From an optimization exercise on the open Yosys and OpenROAD flow, aimed at small area and a short achievable clock period; shortcuts taken in it are not production practice.
No activity file was given, so power comes from the tool's default toggle rates.

==> exp/delta: inputs <==
==> flow/design.v <==
module NineCoreProcessor(
    input clk,
    input reset,
    input [3:0] core_id,
    input [7:0] instruction,
    input [7:0] operand1,
    input [7:0] operand2,
    output reg [7:0] result
);
    reg [7:0] registers [0:31];  
    reg [7:0] memory [0:255];
    reg [7:0] stack [0:14];
    reg [3:0] sp;
    reg        pv;       
    reg        ps;       
    reg        pp;       
    reg [4:0]  pd;       
    reg [4:0]  pop;      
    reg [7:0]  pa, pb;   
    wire [7:0] q, r;
    divcore u_div(.a(pa), .b(pb), .q(q), .r(r));
    wire [7:0] mem_rd = memory[pb];
    wire       big = |pb[7:3];
    wire [7:0] shl = big ? 8'd0 : (pa << pb[2:0]);
    wire [7:0] shr = big ? 8'd0 : (pa >> pb[2:0]);
    reg [7:0] R;
    always @* begin
        case (pop)
            5'h01: R = pa + pb;
            5'h02: R = pa - pb;
            5'h03: R = pa * pb;
            5'h04: R = q;
            5'h05: R = r;
            5'h06: R = pa & pb;
            5'h07: R = pa | pb;
            5'h08: R = pa ^ pb;
            5'h09: R = ~pa;
            5'h0A: R = shl;
            5'h0B: R = shr;
            5'h11: R = {7'd0, pa == pb};
            5'h16: R = mem_rd;
            default: R = pb;  
        endcase
    end
    wire [4:0] ra = {core_id[2:0], operand1[1:0]};
    wire [4:0] rb = {core_id[2:0], operand2[1:0]};
    wire [4:0] r0 = {core_id[2:0], 2'd0};
    wire [7:0] a  = (pv && pd == ra) ? R : registers[ra];
    wire [7:0] b  = (pv && pd == rb) ? R : registers[rb];
    wire [7:0] a0 = (pv && pd == r0) ? R : registers[r0];
    wire [3:0] spm1 = sp - 4'd1;
    wire [7:0] top = pp ? pa : stack[spm1];
    wire ins_alu = (instruction >= 8'h01 && instruction <= 8'h0B) || instruction == 8'h11;
    wire sp_full = (sp == 4'd15);
    wire sp_empty = (sp == 4'd0);
    always @(posedge clk or posedge reset) begin
        if (reset) begin
            result <= 8'b0;
            sp <= 4'd0;
        end else begin
            case (instruction)
                8'h0C, 8'h12: if (!sp_full) sp <= sp + 4'd1;     
                8'h0D: if (!sp_empty) sp <= spm1;                
                8'h0E: result <= operand1;                       
                8'h0F: if (a0 == 8'd0) result <= operand1;       
                8'h10: if (a0 != 8'd0) result <= operand1;       
                8'h13: if (!sp_empty) begin                      
                    sp <= spm1;
                    result <= top;
                end
                8'h14: result <= 8'hFF;                          
                8'h00, 8'h01, 8'h02, 8'h03, 8'h04, 8'h05, 8'h06, 8'h07,
                8'h08, 8'h09, 8'h0A, 8'h0B, 8'h11, 8'h15, 8'h16, 8'h17: ;
                default: result <= 8'h00;
            endcase
        end
    end
    always @(posedge clk) begin
        pv <= 1'b0;
        ps <= 1'b0;
        pp <= 1'b0;
        pop <= instruction[4:0];
        pd <= (instruction == 8'h11) ? {core_id[2:0], 2'd2} : ra;
        pa <= a;
        pb <= b;
        if (!reset) begin
            if (ins_alu) pv <= 1'b1;
            case (instruction)
                8'h00: begin pv <= 1'b1; pb <= operand2; end                  
                8'h0A, 8'h0B: pb <= operand2;                                 
                8'h0C: if (!sp_full) pp <= 1'b1;                              
                8'h0D: if (!sp_empty) begin pv <= 1'b1; pb <= top; end        
                8'h12: if (!sp_full) begin pp <= 1'b1; pa <= operand1; end    
                8'h16: begin pv <= 1'b1; pb <= operand2; end                  
                8'h17: begin ps <= 1'b1; pb <= operand2; end                  
                default: ;
            endcase
        end
    end
    always @(posedge clk) begin
        if (pv) registers[pd] <= R;
        if (ps) memory[pb] <= pa;
        if (pp) stack[spm1] <= pa;
    end
endmodule
module divcore(input [7:0] a, input [7:0] b, output [7:0] q, output [7:0] r);
    function [2:0] sub2;  
        input [1:0] x, y;
        reg [1:0] g, p, G, P, Gn, Pn, c, yn;
        integer s, j;
        begin
            yn = ~y;
            g = x & yn;
            p = x | yn;
            g[0] = g[0] | p[0];
            G = g; P = p;
            for (s = 1; s < 2; s = s * 2) begin
                Gn = G; Pn = P;
                for (j = s; j < 2; j = j + 1) begin
                    Gn[j] = G[j] | (P[j] & G[j-s]);
                    Pn[j] = P[j] & P[j-s];
                end
                G = Gn; P = Pn;
            end
            c = {G[0:0], 1'b1};
            sub2 = {G[1], x ^ (yn ^ c)};
        end
    endfunction
    function [5:0] sub5;  
        input [4:0] x, y;
        reg [4:0] g, p, G, P, Gn, Pn, c, yn;
        integer s, j;
        begin
            yn = ~y;
            g = x & yn;
            p = x | yn;
            g[0] = g[0] | p[0];
            G = g; P = p;
            for (s = 1; s < 5; s = s * 2) begin
                Gn = G; Pn = P;
                for (j = s; j < 5; j = j + 1) begin
                    Gn[j] = G[j] | (P[j] & G[j-s]);
                    Pn[j] = P[j] & P[j-s];
                end
                G = Gn; P = Pn;
            end
            c = {G[3:0], 1'b1};
            sub5 = {G[4], x ^ (yn ^ c)};
        end
    endfunction
    function [8:0] sub8;  
        input [7:0] x, y;
        reg [7:0] g, p, G, P, Gn, Pn, c, yn;
        integer s, j;
        begin
            yn = ~y;
            g = x & yn;
            p = x | yn;
            g[0] = g[0] | p[0];
            G = g; P = p;
            for (s = 1; s < 8; s = s * 2) begin
                Gn = G; Pn = P;
                for (j = s; j < 8; j = j + 1) begin
                    Gn[j] = G[j] | (P[j] & G[j-s]);
                    Pn[j] = P[j] & P[j-s];
                end
                G = Gn; P = Pn;
            end
            c = {G[6:0], 1'b1};
            sub8 = {G[7], x ^ (yn ^ c)};
        end
    endfunction
    wire [11:0] mb2 = 2 * {4'd0, b};
    wire [11:0] mb3 = 3 * {4'd0, b};
    wire [11:0] mb4 = 4 * {4'd0, b};
    wire [11:0] mb5 = 5 * {4'd0, b};
    wire [11:0] mb6 = 6 * {4'd0, b};
    wire [11:0] mb7 = 7 * {4'd0, b};
    wire [11:0] mb1 = {4'd0, b};
    wire [1:0] x0 = a[7:6];
    wire [2:0] d0_1 = sub2(x0, mb1[1:0]);
    wire ge0_1 = d0_1[2] & ~(b >= 8'd4);
    wire [2:0] d0_2 = sub2(x0, mb2[1:0]);
    wire ge0_2 = d0_2[2] & ~(b >= 8'd2);
    wire [2:0] d0_3 = sub2(x0, mb3[1:0]);
    wire ge0_3 = d0_3[2] & ~(b >= 8'd2);
    wire s0_0 = ~ge0_1;
    wire s0_1 = ge0_1 & ~ge0_2;
    wire s0_2 = ge0_2 & ~ge0_3;
    wire s0_3 = ge0_3;
    wire [1:0] r0 = ({2{s0_0}} & x0[1:0]) | ({2{s0_1}} & d0_1[1:0]) | ({2{s0_2}} & d0_2[1:0]) | ({2{s0_3}} & d0_3[1:0]);
    wire [1:0] q0 = ({2{s0_1}} & 2'd1) | ({2{s0_2}} & 2'd2) | ({2{s0_3}} & 2'd3);
    wire [4:0] x1 = {r0[1:0], a[5:3]};
    wire [5:0] d1_1 = sub5(x1, mb1[4:0]);
    wire ge1_1 = d1_1[5] & ~(b >= 8'd32);
    wire [5:0] d1_2 = sub5(x1, mb2[4:0]);
    wire ge1_2 = d1_2[5] & ~(b >= 8'd16);
    wire [5:0] d1_3 = sub5(x1, mb3[4:0]);
    wire ge1_3 = d1_3[5] & ~(b >= 8'd11);
    wire [5:0] d1_4 = sub5(x1, mb4[4:0]);
    wire ge1_4 = d1_4[5] & ~(b >= 8'd8);
    wire [5:0] d1_5 = sub5(x1, mb5[4:0]);
    wire ge1_5 = d1_5[5] & ~(b >= 8'd7);
    wire [5:0] d1_6 = sub5(x1, mb6[4:0]);
    wire ge1_6 = d1_6[5] & ~(b >= 8'd6);
    wire [5:0] d1_7 = sub5(x1, mb7[4:0]);
    wire ge1_7 = d1_7[5] & ~(b >= 8'd5);
    wire s1_0 = ~ge1_1;
    wire s1_1 = ge1_1 & ~ge1_2;
    wire s1_2 = ge1_2 & ~ge1_3;
    wire s1_3 = ge1_3 & ~ge1_4;
    wire s1_4 = ge1_4 & ~ge1_5;
    wire s1_5 = ge1_5 & ~ge1_6;
    wire s1_6 = ge1_6 & ~ge1_7;
    wire s1_7 = ge1_7;
    wire [4:0] r1 = ({5{s1_0}} & x1[4:0]) | ({5{s1_1}} & d1_1[4:0]) | ({5{s1_2}} & d1_2[4:0]) | ({5{s1_3}} & d1_3[4:0]) | ({5{s1_4}} & d1_4[4:0]) | ({5{s1_5}} & d1_5[4:0]) | ({5{s1_6}} & d1_6[4:0]) | ({5{s1_7}} & d1_7[4:0]);
    wire [2:0] q1 = ({3{s1_1}} & 3'd1) | ({3{s1_2}} & 3'd2) | ({3{s1_3}} & 3'd3) | ({3{s1_4}} & 3'd4) | ({3{s1_5}} & 3'd5) | ({3{s1_6}} & 3'd6) | ({3{s1_7}} & 3'd7);
    wire [7:0] x2 = {r1[4:0], a[2:0]};
    wire [8:0] d2_1 = sub8(x2, mb1[7:0]);
    wire ge2_1 = d2_1[8] & ~1'b0;
    wire [8:0] d2_2 = sub8(x2, mb2[7:0]);
    wire ge2_2 = d2_2[8] & ~(b >= 8'd128);
    wire [8:0] d2_3 = sub8(x2, mb3[7:0]);
    wire ge2_3 = d2_3[8] & ~(b >= 8'd86);
    wire [8:0] d2_4 = sub8(x2, mb4[7:0]);
    wire ge2_4 = d2_4[8] & ~(b >= 8'd64);
    wire [8:0] d2_5 = sub8(x2, mb5[7:0]);
    wire ge2_5 = d2_5[8] & ~(b >= 8'd52);
    wire [8:0] d2_6 = sub8(x2, mb6[7:0]);
    wire ge2_6 = d2_6[8] & ~(b >= 8'd43);
    wire [8:0] d2_7 = sub8(x2, mb7[7:0]);
    wire ge2_7 = d2_7[8] & ~(b >= 8'd37);
    wire s2_0 = ~ge2_1;
    wire s2_1 = ge2_1 & ~ge2_2;
    wire s2_2 = ge2_2 & ~ge2_3;
    wire s2_3 = ge2_3 & ~ge2_4;
    wire s2_4 = ge2_4 & ~ge2_5;
    wire s2_5 = ge2_5 & ~ge2_6;
    wire s2_6 = ge2_6 & ~ge2_7;
    wire s2_7 = ge2_7;
    wire [7:0] r2 = ({8{s2_0}} & x2[7:0]) | ({8{s2_1}} & d2_1[7:0]) | ({8{s2_2}} & d2_2[7:0]) | ({8{s2_3}} & d2_3[7:0]) | ({8{s2_4}} & d2_4[7:0]) | ({8{s2_5}} & d2_5[7:0]) | ({8{s2_6}} & d2_6[7:0]) | ({8{s2_7}} & d2_7[7:0]);
    wire [2:0] q2 = ({3{s2_1}} & 3'd1) | ({3{s2_2}} & 3'd2) | ({3{s2_3}} & 3'd3) | ({3{s2_4}} & 3'd4) | ({3{s2_5}} & 3'd5) | ({3{s2_6}} & 3'd6) | ({3{s2_7}} & 3'd7);
    wire bz = (b == 8'd0);
    assign q = bz ? 8'd1 : {q0, q1, q2};
    assign r = bz ? 8'd1 : r2;
endmodule
==> flow/flow/run.sh <==
#!/bin/bash
set -euo pipefail
MARGIN=$(cat flow/margin.txt)
bash standard.sh SETUP_SLACK_MARGIN=$MARGIN finish > standard_flow.log 2>&1
==> flow/flow/margin.txt <==
9
==> flow/standard.sh <==
#!/bin/bash
# synth_recipe.tcl (not shown) runs the flow's synth.tcl, then flattens the netlist and writes it again
# the make line also repeats each setting of config.mk as NAME=value (left out here)
make -C /OpenROAD-flow-scripts/flow DESIGN_CONFIG=/design/flow/config.mk WORK_HOME=/design/flow/orfs CLKGATE_MAP_FILE= SYNTH_SCRIPT=/design/flow/synth_recipe.tcl "${@:-finish}"
==> flow/config.mk <==
export PLATFORM = sky130hd
export DESIGN_NAME = NineCoreProcessor
export DESIGN_NICKNAME = NineCoreProcessor
export VERILOG_FILES = /design/flow/design.v
export SDC_FILE = /design/flow/constraint.sdc
export NUM_CORES = 4
export LEC_CHECK = 0
export CAP_MARGIN = 20
export CORE_MARGIN = 2
export CORE_UTILIZATION = 50
export SLEW_MARGIN = 20
==> flow/constraint.sdc <==
create_clock -name core_clock -period 17.0 [get_ports {clk}]
set_input_delay 3.4000 -clock core_clock [delete_from_list [all_inputs] [get_ports {clk}]]
set_output_delay 3.4000 -clock core_clock [all_outputs]
set_load 0.01 [all_outputs]
==> exp/harbor: changes against exp/delta <==
==> flow/design.v, changed modules only <==
module NineCoreProcessor(
    input clk,
    input reset,
    input [3:0] core_id,
    input [7:0] instruction,
    input [7:0] operand1,
    input [7:0] operand2,
    output reg [7:0] result
);
    reg [7:0] registers [0:31];  
    reg [7:0] memory [0:255];
    reg [7:0] stack [0:14];
    reg [3:0] sp;
    reg        pv;       
    reg        ps;       
    reg        pp;       
    reg [4:0]  pd;       
    reg [4:0]  pop;      
    reg [7:0]  pa, pb;   
    reg [7:0] q, r;
    reg [8:0] t;
    integer i;
    always @* begin
        r = 8'd0;
        q = 8'd0;
        for (i = 7; i >= 0; i = i - 1) begin
            t = {r, pa[i]} - {1'b0, pb};
            if (!t[8]) begin
                r = t[7:0];
                q[i] = 1'b1;
            end else begin
                r = {r[6:0], pa[i]};
            end
        end
        if (pb == 8'd0) begin
            q = 8'd1;
            r = 8'd1;
        end
    end
    wire [7:0] mem_rd = memory[pb];
    wire       big = |pb[7:3];
    wire [7:0] shl = big ? 8'd0 : (pa << pb[2:0]);
    wire [7:0] shr = big ? 8'd0 : (pa >> pb[2:0]);
    reg [7:0] R;
    always @* begin
        case (pop)
            5'h01: R = pa + pb;
            5'h02: R = pa - pb;
            5'h03: R = pa * pb;
            5'h04: R = q;
            5'h05: R = r;
            5'h06: R = pa & pb;
            5'h07: R = pa | pb;
            5'h08: R = pa ^ pb;
            5'h09: R = ~pa;
            5'h0A: R = shl;
            5'h0B: R = shr;
            5'h11: R = {7'd0, pa == pb};
            5'h16: R = mem_rd;
            default: R = pb;  
        endcase
    end
    wire [4:0] ra = {core_id[2:0], operand1[1:0]};
    wire [4:0] rb = {core_id[2:0], operand2[1:0]};
    wire [4:0] r0 = {core_id[2:0], 2'd0};
    wire [7:0] a  = (pv && pd == ra) ? R : registers[ra];
    wire [7:0] b  = (pv && pd == rb) ? R : registers[rb];
    wire [7:0] a0 = (pv && pd == r0) ? R : registers[r0];
    wire [3:0] spm1 = sp - 4'd1;
    wire [7:0] top = pp ? pa : stack[spm1];
    wire ins_alu = (instruction >= 8'h01 && instruction <= 8'h0B) || instruction == 8'h11;
    wire sp_full = (sp == 4'd15);
    wire sp_empty = (sp == 4'd0);
    always @(posedge clk or posedge reset) begin
        if (reset) begin
            result <= 8'b0;
            sp <= 4'd0;
        end else begin
            case (instruction)
                8'h0C, 8'h12: if (!sp_full) sp <= sp + 4'd1;     
                8'h0D: if (!sp_empty) sp <= spm1;                
                8'h0E: result <= operand1;                       
                8'h0F: if (a0 == 8'd0) result <= operand1;       
                8'h10: if (a0 != 8'd0) result <= operand1;       
                8'h13: if (!sp_empty) begin                      
                    sp <= spm1;
                    result <= top;
                end
                8'h14: result <= 8'hFF;                          
                8'h00, 8'h01, 8'h02, 8'h03, 8'h04, 8'h05, 8'h06, 8'h07,
                8'h08, 8'h09, 8'h0A, 8'h0B, 8'h11, 8'h15, 8'h16, 8'h17: ;
                default: result <= 8'h00;
            endcase
        end
    end
    always @(posedge clk) begin
        pv <= 1'b0;
        ps <= 1'b0;
        pp <= 1'b0;
        pop <= instruction[4:0];
        pd <= (instruction == 8'h11) ? {core_id[2:0], 2'd2} : ra;
        pa <= a;
        pb <= b;
        if (!reset) begin
            if (ins_alu) pv <= 1'b1;
            case (instruction)
                8'h00: begin pv <= 1'b1; pb <= operand2; end                  
                8'h0A, 8'h0B: pb <= operand2;                                 
                8'h0C: if (!sp_full) pp <= 1'b1;                              
                8'h0D: if (!sp_empty) begin pv <= 1'b1; pb <= top; end        
                8'h12: if (!sp_full) begin pp <= 1'b1; pa <= operand1; end    
                8'h16: begin pv <= 1'b1; pb <= operand2; end                  
                8'h17: begin ps <= 1'b1; pb <= operand2; end                  
                default: ;
            endcase
        end
    end
    always @(posedge clk) begin
        if (pv) registers[pd] <= R;
        if (ps) memory[pb] <= pa;
        if (pp) stack[spm1] <= pa;
    end
endmodule
// module divcore removed
==> flow/run.sh (new file) <==
#!/bin/bash
# synth_recipe.tcl (not shown) runs the flow's synth.tcl, then flattens the netlist and writes it again
# the make line also repeats each setting of config.mk as NAME=value (left out here)
make -C /OpenROAD-flow-scripts/flow DESIGN_CONFIG=/design/flow/config.mk WORK_HOME=/design/flow/orfs CLKGATE_MAP_FILE= SYNTH_SCRIPT=/design/flow/synth_recipe.tcl finish
removed: flow/flow/run.sh
removed: flow/flow/margin.txt
removed: flow/standard.sh
==> exp/garnet: changes against exp/delta <==
==> flow/run.sh (new file) <==
#!/bin/bash
# synth_recipe.tcl (not shown) runs the flow's synth.tcl, then flattens the netlist and writes it again
# the make line also repeats each setting of config.mk as NAME=value (left out here)
make -C /OpenROAD-flow-scripts/flow DESIGN_CONFIG=/design/flow/config.mk WORK_HOME=/design/flow/orfs CLKGATE_MAP_FILE= SYNTH_SCRIPT=/design/flow/synth_recipe.tcl finish
removed: flow/flow/run.sh
removed: flow/flow/margin.txt
removed: flow/standard.sh
==> key figures <==
Power and ir drop
  • Switching Fraction: 27.75%
  • Clk pwr share: 35.4%

Global routing
  • Vias in the first global route: 54.50k
  • Met1 GRT Util: 36.88%

Worst setup path
  • Crit path DAT: 10.96 ns

Cells and area
  • Inverters: 83
  • Data buffer area share: 1.099%
  • Fillers: 16.01k

Synthesis
  • Compound-Gate Fraction of Synth Area: 3.301%
  • Syn avg cell area: 19.53 um^2

Outcome
  • Outcome: no timing/DRC/antenna violations

STA
  • Worst-Margin Slew: 1.216 ns

Routing
  • Vias/cell: 6.371

Floorplanning
  • Placement row count: 169
[end of results for exp/garnet]
==> key figures <==
Global routing
  • Gr busiest metal: met2
  • Vias in the first global route: 52.97k

Routing
  • Vias/cell: 6.350
  • Met1 wire length: 109000 um

Outcome
  • Outcome: no timing/DRC/antenna violations

Place
  • I/O Buffers: 36

Cells and area
  • Largest class: registers
  • Fillers: 15.61k

Power and ir drop
  • Combinational power share: 36.6%
  • Switching Fraction: 32.69%
  • Clk pwr share: 27.6%

Clock network
  • Post-CTS Setup Bufs: 1

Synthesis
  • Most common cell in the synthesized netlist: edfxtp_1
  • Syn avg cell area: 19.94 um^2
[end of results for exp/harbor]
==> key figures <==
Power and ir drop
  • Switching Fraction: 28.21%
  • Clk pwr share: 34.4%

Cells and area
  • Inverters: 83
  • Data buffer area share: 1.643%
  • Fillers: 15.96k

Worst setup path
  • Crit path DAT: 8.60 ns

Global routing
  • Met1 GRT Util: 37.79%

Outcome
  • Outcome: no timing/DRC/antenna violations

Floorplanning
  • Placement row count: 169

Routing
  • Vias/cell: 6.412
[end of results for exp/delta]
No run of this note included a check of the RTL's function; only the layout flow was run.

## re-timing with driven ports
How much do the figures lean on ideal ports? The routed layouts below were timed once more, with nothing changed but the port constraints. Step 1 sets driving cells, clkbuf_16 on the clock port and buf_2 on the other inputs (assumed; they add their load-dependent delay and slew). Step 2, shift: input delay + t, output delay - t, t = (earliest + latest rising clock arrival at the registers) / 2. This alone moves slack from input paths to output paths. a / b / c = ideal ports / drivers / drivers and shift; a / b = the first two.
| run | t (ns) | slack for setup (ns) | worst setup path after step 2 | cell pins on the clock port's net |
|---|---|---|---|---|
| exp/delta | 0.979 | 9.174 / 9.174 / 9.174 | register to register | 1 |
| exp/harbor | 0.972 | 0.790 / 0.790 / 0.790 | register to register | 1 |
| exp/garnet | 0.988 | 6.832 / 6.832 / 6.832 | register to register | 1 |
After both steps every run listed still meets setup and hold.
